Background: an optimization exercise with open tools, aiming at small area. Do not read the settings as production practice.
At most, simulation tests tie the RTL to the original design; equivalence was not proved.

==> module data, before the edit <==
module data(
input clr,input clk,
input [3:0]in_data,
input up,input down,input left,input right,
output reg death,output wire [3:0]out_data
    );
reg [3:0] state;
localparam STOP = 4'b1011, BIRTHSET = 4'b1000, BIRTH = 4'b1001, TRAP = 4'b1010;
wire any = up | down | left | right;
always @(posedge clk or posedge clr) begin
	if (clr) state <= STOP;
	else if (state == STOP) begin
		if (any) state <= 4'b0000;
	end
	else if (state == TRAP) begin
		if (!any) state <= STOP;
	end
	else state <= state + 4'd1;
end
reg       v_q, col_q, rev_q;
reg [1:0] idx_q;
reg       v, col, rev;
reg [1:0] idx;
wire d_col = up | down;
wire d_rev = up ? 1'b0 : down ? 1'b1 : left ? 1'b0 : 1'b1;
always @(*) begin
	v = v_q; col = col_q; rev = rev_q; idx = idx_q;
	if (state == STOP) v = 1'b0;
	else if (!state[3]) begin
		if (any) begin v = 1'b1; col = d_col; rev = d_rev; idx = state[1:0]; end
	end
	else if (state == BIRTHSET) begin
		if (any) begin
			v = 1'b1; rev = 1'b0;
			col = ~up & ~down;
			idx = {2{up | (~down & left)}};
		end
	end
end
always @(posedge clk) begin
	v_q <= v; col_q <= col; rev_q <= rev; idx_q <= idx;
end
reg [3:0] lab [0:15];
reg fresh;
always @(posedge clk or posedge clr)
	if (clr) fresh <= 1'b1;
	else fresh <= 1'b0;
wire [3:0] cell_out = lab[in_data];
assign out_data = fresh ? 4'd1 : cell_out;
wire mm = v & (state[3:2] == 2'b00);		 
wire ms = v & (state[3:2] == 2'b01);		 
wire mb = v & ~rev & (state == BIRTH);		 
wire act = mm | ms | mb;
wire [3:0] rs, cs;	 
genvar g;
generate for (g = 0; g < 4; g = g + 1) begin : S
	assign rs[g] = ~col & (idx == g);
	assign cs[g] = col & (idx == g);
end endgenerate
wire [15:0] sel;	 
generate for (g = 0; g < 16; g = g + 1) begin : SL
	assign sel[g] = rs[g/4] | cs[g%4];
end endgenerate
wire [1:0] key = idx ^ {2{rev}};
wire [3:0] rb [0:3];
generate for (g = 0; g < 4; g = g + 1) begin : RB
	assign rb[g] = ({4{sel[0*4+(0^g)]}} & lab[0*4+(0^g)]) | ({4{sel[1*4+(1^g)]}} & lab[1*4+(1^g)])
	             | ({4{sel[2*4+(2^g)]}} & lab[2*4+(2^g)]) | ({4{sel[3*4+(3^g)]}} & lab[3*4+(3^g)]);
end endgenerate
wire [3:0] a = rb[key];
wire [3:0] b = rb[key ^ 2'd1];
wire [3:0] c = rb[key ^ 2'd2];
wire [3:0] d = rb[key ^ 2'd3];
wire [3:0] ya, yb, yc, yd;
wire full;
op u_op (.a(a), .b(b), .c(c), .d(d), .mm(mm), .ms(ms), .mb(mb),
	.ya(ya), .yb(yb), .yc(yc), .yd(yd), .full(full));
wire [3:0] yq [0:3];
assign yq[0] = ya; assign yq[1] = yb; assign yq[2] = yc; assign yq[3] = yd;
wire [3:0] wb [0:3];
generate for (g = 0; g < 4; g = g + 1) begin : WB
	assign wb[g] = yq[g ^ key];
end endgenerate
generate for (g = 0; g < 16; g = g + 1) begin : W
	wire en = (act & sel[g]) | fresh;
	wire [3:0] nv = fresh ? 4'd1 : wb[(g/4) ^ (g%4)];
	always @(posedge clk)
		if (en) lab[g] <= nv;
end endgenerate
always @(posedge clk or posedge clr)
	if (clr) death <= 1'b0;
	else if (mb & full) death <= 1'b1;
endmodule
clock: 20.0 ns
lec_check: 0
abc_area: 1
cap_margin: 20
core_margin: 2
core_utilization: 40
place_density: 0.6
slew_margin: 20
standard.sh (not shown) runs the stock make flow with config.mk's settings and CLKGATE_MAP_FILE= SYNTH_SCRIPT=/design/flow/synth_recipe.tcl, a recipe that flattens the netlist after the stock synthesis.
==> flow/flow/run.sh <==
#!/bin/bash
# Layout: the standard flow (standard.sh) with an area-oriented ABC script
# for synthesis, no adder cells (ABC maps the adders), small clock buffers
# without dummy loads and buf_1 port buffers. Each make step logs to
# orfs/logs as usual; make's own output goes to flow_make.log.
set -euo pipefail
W=$(pwd)
rm -rf "$W/scripts_local"
cp -r "$FLOW_HOME/scripts" "$W/scripts_local"
cp "$W/flow/abc_area.script" "$W/scripts_local/abc_area.script"
export SCRIPTS_DIR="$W/scripts_local"
bash "$W/standard.sh" \
  "ADDER_MAP_FILE=" \
  "CTS_ARGS=-sink_clustering_enable -repair_clock_nets -dont_use_dummy_load -buf_list {sky130_fd_sc_hd__clkbuf_4 sky130_fd_sc_hd__clkbuf_8}" \
  "BUFFER_PORTS_ARGS=-buffer_cell sky130_fd_sc_hd__buf_1" \
  finish > "$W/flow_make.log" 2>&1
==> flow/flow/abc_area.script <==
strash
&get -n
&st
&deepsyn -T 120
&put
dch -f
amap
Change:
--- a/flow/design.v
+++ b/flow/design.v
@@ -80,14 +80,13 @@
 wire [3:0] wb [0:3];
 generate for (g = 0; g < 4; g = g + 1) begin : WB
 	assign wb[g] = yq[g ^ key];
 end endgenerate
 generate for (g = 0; g < 16; g = g + 1) begin : W
-	wire en = (act & sel[g]) | fresh;
-	wire [3:0] nv = fresh ? 4'd1 : wb[(g/4) ^ (g%4)];
 	always @(posedge clk)
-		if (en) lab[g] <= nv;
+		if (fresh) lab[g] <= 4'd1;
+		else if (act & sel[g]) lab[g] <= wb[(g/4) ^ (g%4)];
 end endgenerate
 always @(posedge clk or posedge clr)
 	if (clr) death <= 1'b0;
 	else if (mb & full) death <= 1'b1;
 endmodule
The changed run went through all stages and came out clean.
Cell area grows slightly.
Via count grows by about a fifth.
Final cell count climbs by about a fifth.
Setup slack degrades by 0.62 ns.
Count of clock-buffer cells in the layout stays the same.
Wire length came out higher by a little under a tenth.
Global-route usage rose by 1.5 points.
Die area is higher slightly.
Critical path depth grows by 4.
Worst hold slack loses 0.024 ns.
Only the layout flow was run in the first run of this note; the RTL was not checked for function there.

[separate check: timing with driven ports]
In the flow no input, the clock included, has a driving cell. The finished layouts below were timed again as built, in two steps.
Step 1, drivers: a clkbuf_16 drives clk and a buf_2 each remaining input, both assumed.
Step 2, shift: input delay + t, output delay - t, t = (earliest + latest rising clock arrival at the registers) / 2. This alone moves slack from input paths to output paths.
Slacks: no drivers / after step 1 / after step 2; pairs: no drivers / after step 1.
run	t, ns	slack for setup (ns)	latest minus earliest clock arrival (ns)	worst data-port slew with drivers (ns)	cell pins on the clock port's net
the first run	0.377	8.141 / 8.149 / 7.772	0.017 / 0.017	0.03	1
the second run	0.395	7.525 / 7.535 / 7.139	0.027 / 0.027	0.03	1
After both steps every run listed still meets setup and hold. For the second run, which loses most, drivers alone change the setup slack by +0.010 ns; drivers and shift together by -0.386 ns.
